What follows belongs to an exercise in optimizing a design on an open flow for a short achievable clock period and few clock cycles per item; a production flow would make more cautious choices.
At most, simulation tests tie the RTL to the original design; equivalence was not proved.

==> run A <==
==> flow/design.v <==
module repacketizer
  #( parameter MAXPACKET = 16,
     parameter DEST_PORT_NUMBER = 8'hdd,
     parameter SRC_PORT_NUMBER = 8'hee,
     parameter NAGLE_COUNTER = 16'h40 )
  ( CLK, RESET,
    dataFifoData, dataFifoDataEnable,
    sizeFifoData, sizeFifoDataEnable, sizeFifoDataEmpty,
    packetout, packetoutValid );
   input             CLK;
   input             RESET;
   input [7:0]       dataFifoData;
   output reg        dataFifoDataEnable;
   input [7:0]       sizeFifoData;
   output reg        sizeFifoDataEnable;
   input             sizeFifoDataEmpty;
   output [7:0]      packetout;
   output            packetoutValid;
   reg        rst;          
   reg [7:0]  ns;           
   reg        nsv;          
   reg [5:0]  ecnt;         
   reg [7:0]  din;          
   reg        dvalid;       
   reg [3:0]  dcnt;         
   reg        st_next, st_plan, st_hdr, st_data, st_wait;
   reg [7:0]  rem;          
   reg [7:0]  totlen;
   reg [4:0]  pieceno;
   reg [7:0]  seqno;        
   reg [4:0]  used;         
   reg [3:0]  space;        
   reg [3:0]  tl;           
   reg [15:0] wpos;         
   reg [7:0]  B [0:15];
   reg [7:0]  O [0:19];
   reg [19:0] V;
   reg        load;         
   reg        ld1, ld2, ld3;
   reg [7:0]  s1 [0:7];
   reg [7:0]  s2 [0:3];
   reg [7:0]  s3 [0:1];
   assign packetout = O[0];
   assign packetoutValid = V[0];
   wire [3:0] tl_new = (rem[7:4] == 4'd0 && rem[3:0] < space) ? rem[3:0] : space;
   wire       ns_take = st_next && (rem == 8'd0) && nsv;
   wire       piece_end = st_data && dvalid && !dataFifoDataEnable;
   wire       full = used[4] || used[3:2] == 2'b11;
   wire       flush = st_next && rem == 8'd0 && !nsv && used != 5'd0 &&
                      ecnt[5] && !V[0];
   wire       go_wait = (piece_end && full) || flush;
   integer i;
   always @(posedge CLK)
     rst <= RESET;
   always @(posedge CLK) begin
      if (rst) begin
         sizeFifoDataEnable <= 1'b0;
         nsv <= 1'b0;
         ecnt <= 6'd0;
      end else begin
         sizeFifoDataEnable <= !sizeFifoDataEmpty && !sizeFifoDataEnable &&
                               (!nsv || ns_take);
         if (sizeFifoDataEnable)
           nsv <= 1'b1;
         else if (ns_take)
           nsv <= 1'b0;
         if (!sizeFifoDataEmpty)
           ecnt <= 6'd0;
         else if (!ecnt[5])
           ecnt <= ecnt + 6'd1;
      end
      if (sizeFifoDataEnable)
        ns <= sizeFifoData;
   end
   always @(posedge CLK) begin
      din <= dataFifoData;
      if (rst) begin
         dataFifoDataEnable <= 1'b0;
         dvalid <= 1'b0;
         dcnt <= 4'd0;
      end else begin
         dvalid <= dataFifoDataEnable;
         if (st_plan) begin
            dataFifoDataEnable <= 1'b1;
            dcnt <= tl_new;
         end else if (dataFifoDataEnable) begin
            dataFifoDataEnable <= (dcnt != 4'd1);
            dcnt <= dcnt - 4'd1;
         end
      end
   end
   always @(posedge CLK) begin
      if (rst) begin
         st_next <= 1'b1;
         st_plan <= 1'b0;
         st_hdr <= 1'b0;
         st_data <= 1'b0;
         st_wait <= 1'b0;
         load <= 1'b0;
         rem <= 8'd0;
         used <= 5'd0;
         space <= 4'd12;
         seqno <= 8'd0;
         wpos <= 16'd1;
         for (i = 0; i < 16; i = i + 1) B[i] <= 8'd0;
      end else begin
         load <= !V[1] && !load && ((st_wait && V[0]) || go_wait);
         if (st_next) begin
            if (rem != 8'd0 || nsv) begin
               st_next <= 1'b0;
               st_plan <= 1'b1;
            end else if (flush) begin
               st_next <= 1'b0;
               st_wait <= 1'b1;
            end
            if (ns_take) begin
               rem <= ns;
               totlen <= ns;
               pieceno <= 5'd0;
            end
         end
         if (st_plan) begin
            tl <= tl_new;
            st_plan <= 1'b0;
            st_hdr <= 1'b1;
         end
         if (st_hdr) begin
            for (i = 0; i < 16; i = i + 1) begin
               if (wpos[i]) B[i] <= totlen;
               if (i >= 1 && wpos[(i+15)%16]) B[i] <= {4'd0, tl};
               if (i >= 2 && wpos[(i+14)%16]) B[i] <= {3'd0, pieceno};
               if (i >= 3 && wpos[(i+13)%16]) B[i] <= seqno;
            end
            wpos <= wpos << 4;
            used <= used + 5'd4 + {1'b0, tl};
            space <= space - 4'd4 - tl;
            rem <= rem - {4'd0, tl};
            pieceno <= pieceno + 5'd1;
            st_hdr <= 1'b0;
            st_data <= 1'b1;
         end
         if (st_data && dvalid) begin
            for (i = 0; i < 16; i = i + 1)
              if (wpos[i]) B[i] <= din;
            wpos <= wpos << 1;
            if (!dataFifoDataEnable) begin
               st_data <= 1'b0;
               if (full)
                 st_wait <= 1'b1;
               else
                 st_next <= 1'b1;
            end
         end
         if (load) begin
            for (i = 0; i < 16; i = i + 1) B[i] <= 8'd0;
            wpos <= 16'd1;
            used <= 5'd0;
            space <= 4'd12;
            seqno <= seqno + 8'd1;
            st_wait <= 1'b0;
            st_next <= 1'b1;
         end
      end
   end
   always @(posedge CLK) begin
      for (i = 0; i < 8; i = i + 1) s1[i] <= B[2*i] + B[2*i+1];
      for (i = 0; i < 4; i = i + 1) s2[i] <= s1[2*i] + s1[2*i+1];
      for (i = 0; i < 2; i = i + 1) s3[i] <= s2[2*i] + s2[2*i+1];
   end
   always @(posedge CLK) begin
      if (rst) begin
         V <= 20'd0;
         ld1 <= 1'b0;
         ld2 <= 1'b0;
         ld3 <= 1'b0;
         for (i = 0; i < 20; i = i + 1) O[i] <= 8'd0;
      end else begin
         ld1 <= load;
         ld2 <= ld1;
         ld3 <= ld2;
         if (load) begin
            O[0] <= DEST_PORT_NUMBER;
            O[1] <= SRC_PORT_NUMBER;
            O[2] <= {3'd0, used};
            O[3] <= 8'd0;
            for (i = 0; i < 16; i = i + 1) O[4+i] <= B[i];
            for (i = 0; i < 20; i = i + 1) V[i] <= (i < used + 4);
         end else begin
            for (i = 0; i < 19; i = i + 1) O[i] <= O[i+1];
            O[19] <= 8'd0;
            if (ld3) O[0] <= s3[0] + s3[1];
            V <= {1'b0, V[19:1]};
         end
      end
   end
endmodule
==> flow/run.sh <==
#!/bin/bash
# synth_recipe.tcl (not shown) runs the flow's synth.tcl, then flattens the netlist and writes it again
# the make line also repeats each setting of config.mk as NAME=value (left out here)
make -C /OpenROAD-flow-scripts/flow DESIGN_CONFIG=/design/flow/config.mk WORK_HOME=/design/flow/orfs CLKGATE_MAP_FILE= SYNTH_SCRIPT=/design/flow/synth_recipe.tcl finish
==> flow/config.mk <==
export PLATFORM = sky130hd
export DESIGN_NAME = repacketizer
export DESIGN_NICKNAME = repacketizer
export VERILOG_FILES = /design/flow/design.v
export SDC_FILE = /design/flow/constraint.sdc
export NUM_CORES = 4
export LEC_CHECK = 0
export CAP_MARGIN = 20
export CORE_MARGIN = 10
export CORE_UTILIZATION = 40
export SETUP_SLACK_MARGIN = 3.3
export SLEW_MARGIN = 20
==> flow/constraint.sdc <==
create_clock -name core_clock -period 5.0 [get_ports {CLK}]
set_input_delay 1.0000 -clock core_clock [delete_from_list [all_inputs] [get_ports {CLK}]]
set_output_delay 1.0000 -clock core_clock [all_outputs]
set_load 0.01 [all_outputs]
==> run K: changes against run A <==
==> flow/design.v (replaced) <==
module repacketizer
  #( parameter MAXPACKET = 16,
     parameter DEST_PORT_NUMBER = 8'hdd,
     parameter SRC_PORT_NUMBER = 8'hee,
     parameter NAGLE_COUNTER = 16'h40 )
  ( CLK, RESET,
    dataFifoData, dataFifoDataEnable,
    sizeFifoData, sizeFifoDataEnable, sizeFifoDataEmpty,
    packetout, packetoutValid );
   input             CLK;
   input             RESET;
   input [7:0]       dataFifoData;
   output reg        dataFifoDataEnable;
   input [7:0]       sizeFifoData;
   output reg        sizeFifoDataEnable;
   input             sizeFifoDataEmpty;
   output [7:0]      packetout;
   output            packetoutValid;
   reg        rst;          
   reg [7:0]  ns;           
   reg        nsv;          
   reg [5:0]  ecnt;         
   reg [7:0]  din;          
   reg [7:0]  dg;           
   reg        dvalid;       
   reg [3:0]  dcnt;         
   reg        st_next, st_plan, st_hdr, st_data, st_wait;
   reg [7:0]  rem;          
   reg        remnz;        
   reg [7:0]  totlen;
   reg [4:0]  pieceno;
   reg [7:0]  seqno;        
   reg [7:0]  ps;           
   reg [4:0]  used;         
   reg [3:0]  space;        
   reg [3:0]  tl;           
   reg [15:0] wpos;         
   reg [15:0] hpos;         
   reg [7:0]  B [0:15];
   reg [7:0]  csd, csh;     
   reg [7:0]  hop;          
   reg [7:0]  csum;         
   reg        took;         
   reg        le_m, le_n;   
   reg [7:0]  rms_m, rms_n; 
   reg [4:0]  up_m, up_n;   
   reg [3:0]  sm_m, sm_n;   
   reg [7:0]  O [0:19];
   reg [19:0] V;
   reg        load;         
   reg        ld1;          
   assign packetout = O[0];
   assign packetoutValid = V[0];
   wire       le_r = took ? le_n : le_m;
   wire [3:0] tl_new = le_r ? rem[3:0] : space;
   wire       ns_take = st_next && !remnz && nsv;
   wire       full = used[4] || used[3:2] == 2'b11;
   wire       piece_end = st_data && dvalid && !dataFifoDataEnable;
   wire       flush = st_next && !remnz && !nsv && used != 5'd0 &&
                      ecnt[5] && !V[0];
   wire       go_wait = (piece_end && full) || flush;
   integer i;
   always @(posedge CLK)
     rst <= RESET;
   always @(posedge CLK) begin
      if (rst) begin
         sizeFifoDataEnable <= 1'b0;
         nsv <= 1'b0;
         ecnt <= 6'd0;
      end else begin
         sizeFifoDataEnable <= !sizeFifoDataEmpty && !sizeFifoDataEnable &&
                               (!nsv || ns_take);
         if (sizeFifoDataEnable)
           nsv <= 1'b1;
         else if (ns_take)
           nsv <= 1'b0;
         if (!sizeFifoDataEmpty)
           ecnt <= 6'd0;
         else if (!ecnt[5])
           ecnt <= ecnt + 6'd1;
      end
      if (sizeFifoDataEnable)
        ns <= sizeFifoData;
   end
   always @(posedge CLK) begin
      din <= dataFifoData;
      dg <= dataFifoDataEnable ? dataFifoData :
            st_plan ? {4'd0, tl_new} : 8'd0;
      if (rst) begin
         dataFifoDataEnable <= 1'b0;
         dvalid <= 1'b0;
         dcnt <= 4'd0;
      end else begin
         dvalid <= dataFifoDataEnable;
         if (st_plan) begin
            dataFifoDataEnable <= 1'b1;
            dcnt <= tl_new;
         end else if (dataFifoDataEnable) begin
            dataFifoDataEnable <= (dcnt != 4'd1);
            dcnt <= dcnt - 4'd1;
         end
      end
   end
   always @(posedge CLK) begin
      le_m <= rem[7:4] == 4'd0 && rem[3:0] <= space;
      rms_m <= rem - {4'd0, space};
      up_m <= used + 5'd4 + {1'b0, rem[3:0]};
      sm_m <= space - 4'd4 - rem[3:0];
      le_n <= ns[7:4] == 4'd0 && ns[3:0] <= space;
      rms_n <= ns - {4'd0, space};
      up_n <= used + 5'd4 + {1'b0, ns[3:0]};
      sm_n <= space - 4'd4 - ns[3:0];
      took <= ns_take;
      csum <= csd + csh;
      for (i = 0; i < 16; i = i + 1) begin
         if (hpos[i]) B[i] <= totlen;
         if (i >= 1 && hpos[(i+15)%16]) B[i] <= {4'd0, tl};
         if (i >= 2 && hpos[(i+14)%16]) B[i] <= {3'd0, pieceno};
         if (i >= 3 && hpos[(i+13)%16]) B[i] <= seqno;
         if (dvalid && wpos[i]) B[i] <= din;
      end
      hpos <= st_plan ? wpos : 16'd0;
      hop <= st_plan ? totlen : st_hdr ? ps : 8'd0;
      if (ns_take) begin
         rem <= ns;
         totlen <= ns;
         pieceno <= 5'd0;
         ps <= seqno;
      end
      if (st_plan) begin
         tl <= tl_new;
         if (le_r)
           rem <= 8'd0;
         else
           rem <= took ? rms_n : rms_m;
      end
      if (st_hdr) begin
         pieceno <= pieceno + 5'd1;
         ps <= ps + 8'd1;
      end
      if (load)
        ps <= ps + 8'd1;
      if (rst) begin
         st_next <= 1'b1;
         st_plan <= 1'b0;
         st_hdr <= 1'b0;
         st_data <= 1'b0;
         st_wait <= 1'b0;
         load <= 1'b0;
         remnz <= 1'b0;
         used <= 5'd0;
         space <= 4'd12;
         seqno <= 8'd0;
         wpos <= 16'd1;
         csd <= 8'd0;
         csh <= 8'd0;
      end else begin
         load <= !V[1] && !load && ((st_wait && V[0]) || go_wait);
         csd <= csd + dg;
         csh <= csh + hop;
         if (st_next) begin
            if (remnz || nsv) begin
               st_next <= 1'b0;
               st_plan <= 1'b1;
            end else if (flush) begin
               st_next <= 1'b0;
               st_wait <= 1'b1;
            end
            if (ns_take)
              remnz <= 1'b1;
         end
         if (st_plan) begin
            remnz <= !le_r;
            if (le_r) begin
               used <= took ? up_n : up_m;
               space <= took ? sm_n : sm_m;
            end else begin
               used <= 5'd16;
            end
            st_plan <= 1'b0;
            st_hdr <= 1'b1;
         end
         if (st_hdr) begin
            wpos <= wpos << 4;
            st_hdr <= 1'b0;
            st_data <= 1'b1;
         end
         if (dvalid) begin
            wpos <= wpos << 1;
            if (!dataFifoDataEnable) begin
               st_data <= 1'b0;
               if (full)
                 st_wait <= 1'b1;
               else
                 st_next <= 1'b1;
            end
         end
         if (load) begin
            wpos <= 16'd1;
            used <= 5'd0;
            space <= 4'd12;
            seqno <= seqno + 8'd1;
            csd <= 8'd0;
            csh <= 8'd0;
            st_wait <= 1'b0;
            st_next <= 1'b1;
         end
      end
   end
   always @(posedge CLK) begin
      if (load) begin
         O[1] <= SRC_PORT_NUMBER;
         O[2] <= {3'd0, used};
         for (i = 0; i < 16; i = i + 1) O[4+i] <= B[i];
      end else begin
         for (i = 1; i < 19; i = i + 1) O[i] <= O[i+1];
         if (ld1) O[2] <= csum;
      end
      if (rst) begin
         V <= 20'd0;
         ld1 <= 1'b0;
         O[0] <= 8'd0;
      end else begin
         ld1 <= load;
         if (load) begin
            O[0] <= DEST_PORT_NUMBER;
            for (i = 0; i < 20; i = i + 1) V[i] <= (i < used + 4);
         end else begin
            O[0] <= V[1] ? O[1] : 8'd0;
            V <= {1'b0, V[19:1]};
         end
      end
   end
endmodule
Settings changed: CORE_UTILIZATION 40 to 55.
==> impl_metrics.prom <==
# TYPE chip_impl_metric gauge
chip_impl_metric{name="muxShareOfSynthArea",unit=""} 0.142
chip_impl_metric{name="finalCriticalPeriod",unit="ps"} 2070
chip_impl_info{name="worst_r2r_start",value="csh[0]$_SDFF_PP0_"} 1
chip_impl_metric{name="clock_power_share",unit=""} 0.428
chip_impl_metric{name="power_leakage",unit="nW"} 9.54
chip_impl_info{name="critical_path.reg2reg.endpoint",value="csum[6]$_DFF_P_"} 1
chip_impl_metric{name="drt_first_iter_violations",unit=""} 1372
chip_impl_metric{name="timing.final.ws_setup",unit="ps"} 2930
chip_impl_metric{name="synth_enable_flop_cells",unit=""} 185
chip_impl_metric{name="cts_post_setup_buffers_inserted",unit=""} 42
chip_impl_metric{name="floorplan.die_area",unit="um2"} 48900
chip_impl_metric{name="share_seq_of_total_power",unit=""} 0.493
chip_impl_info{name="outcome",value="timing/DRC/antenna clean"} 1
chip_impl_metric{name="buffers_excl_clock",unit=""} 106
the above is filed under run K

==> impl_metrics.prom <==
# TYPE chip_impl_metric gauge
chip_impl_info{name="outcome",value="timing/DRC/antenna clean"} 1
chip_impl_metric{name="synth_enable_flop_cells",unit=""} 25
chip_impl_info{name="critical_path.reg2reg.endpoint",value="space[3]$_SDFFE_PP1P_"} 1
chip_impl_metric{name="clock_power_share",unit=""} 0.346
chip_impl_metric{name="share_seq_of_total_power",unit=""} 0.403
chip_impl_metric{name="muxShareOfSynthArea",unit=""} 0.0897
chip_impl_metric{name="buffers_excl_clock",unit=""} 270
chip_impl_metric{name="power_leakage",unit="nW"} 12.3
the above is filed under run A

Testbench counts of run K, summed over its fixed seeds: cycles 104,025, bytes 56,698.
For run A, only the layout was checked, not whether the RTL still works.

==> afterwards: timing with drivers on the ports <==
The flow's constraints put no driver on any port. The routed layouts listed below were extracted and timed again, unchanged, in two steps. Step 1 (the two cells are an assumption about what drives the block):
set clk [get_ports {CLK}]
set_driving_cell -lib_cell sky130_fd_sc_hd__clkbuf_16 $clk
set_driving_cell -lib_cell sky130_fd_sc_hd__buf_2 [delete_from_list [all_inputs] $clk]
Step 2 moves the port delays by t, midway between the first and last clock arrival at a register: inputs arrive t later, outputs are due t later. That takes back most of the time a late clock gives input paths. Slacks: ideal / step 1 / step 2; pairs: ideal / step 1.
run	shift t [ns]	setup slack, ns	clock arrival spread, ns
run A	0.678	2.905 / 2.849 / 2.971	0.019 / 0.019
run K	0.648	2.928 / 2.872 / 2.987	0.018 / 0.018
After both steps setup and hold are still met in every run listed.
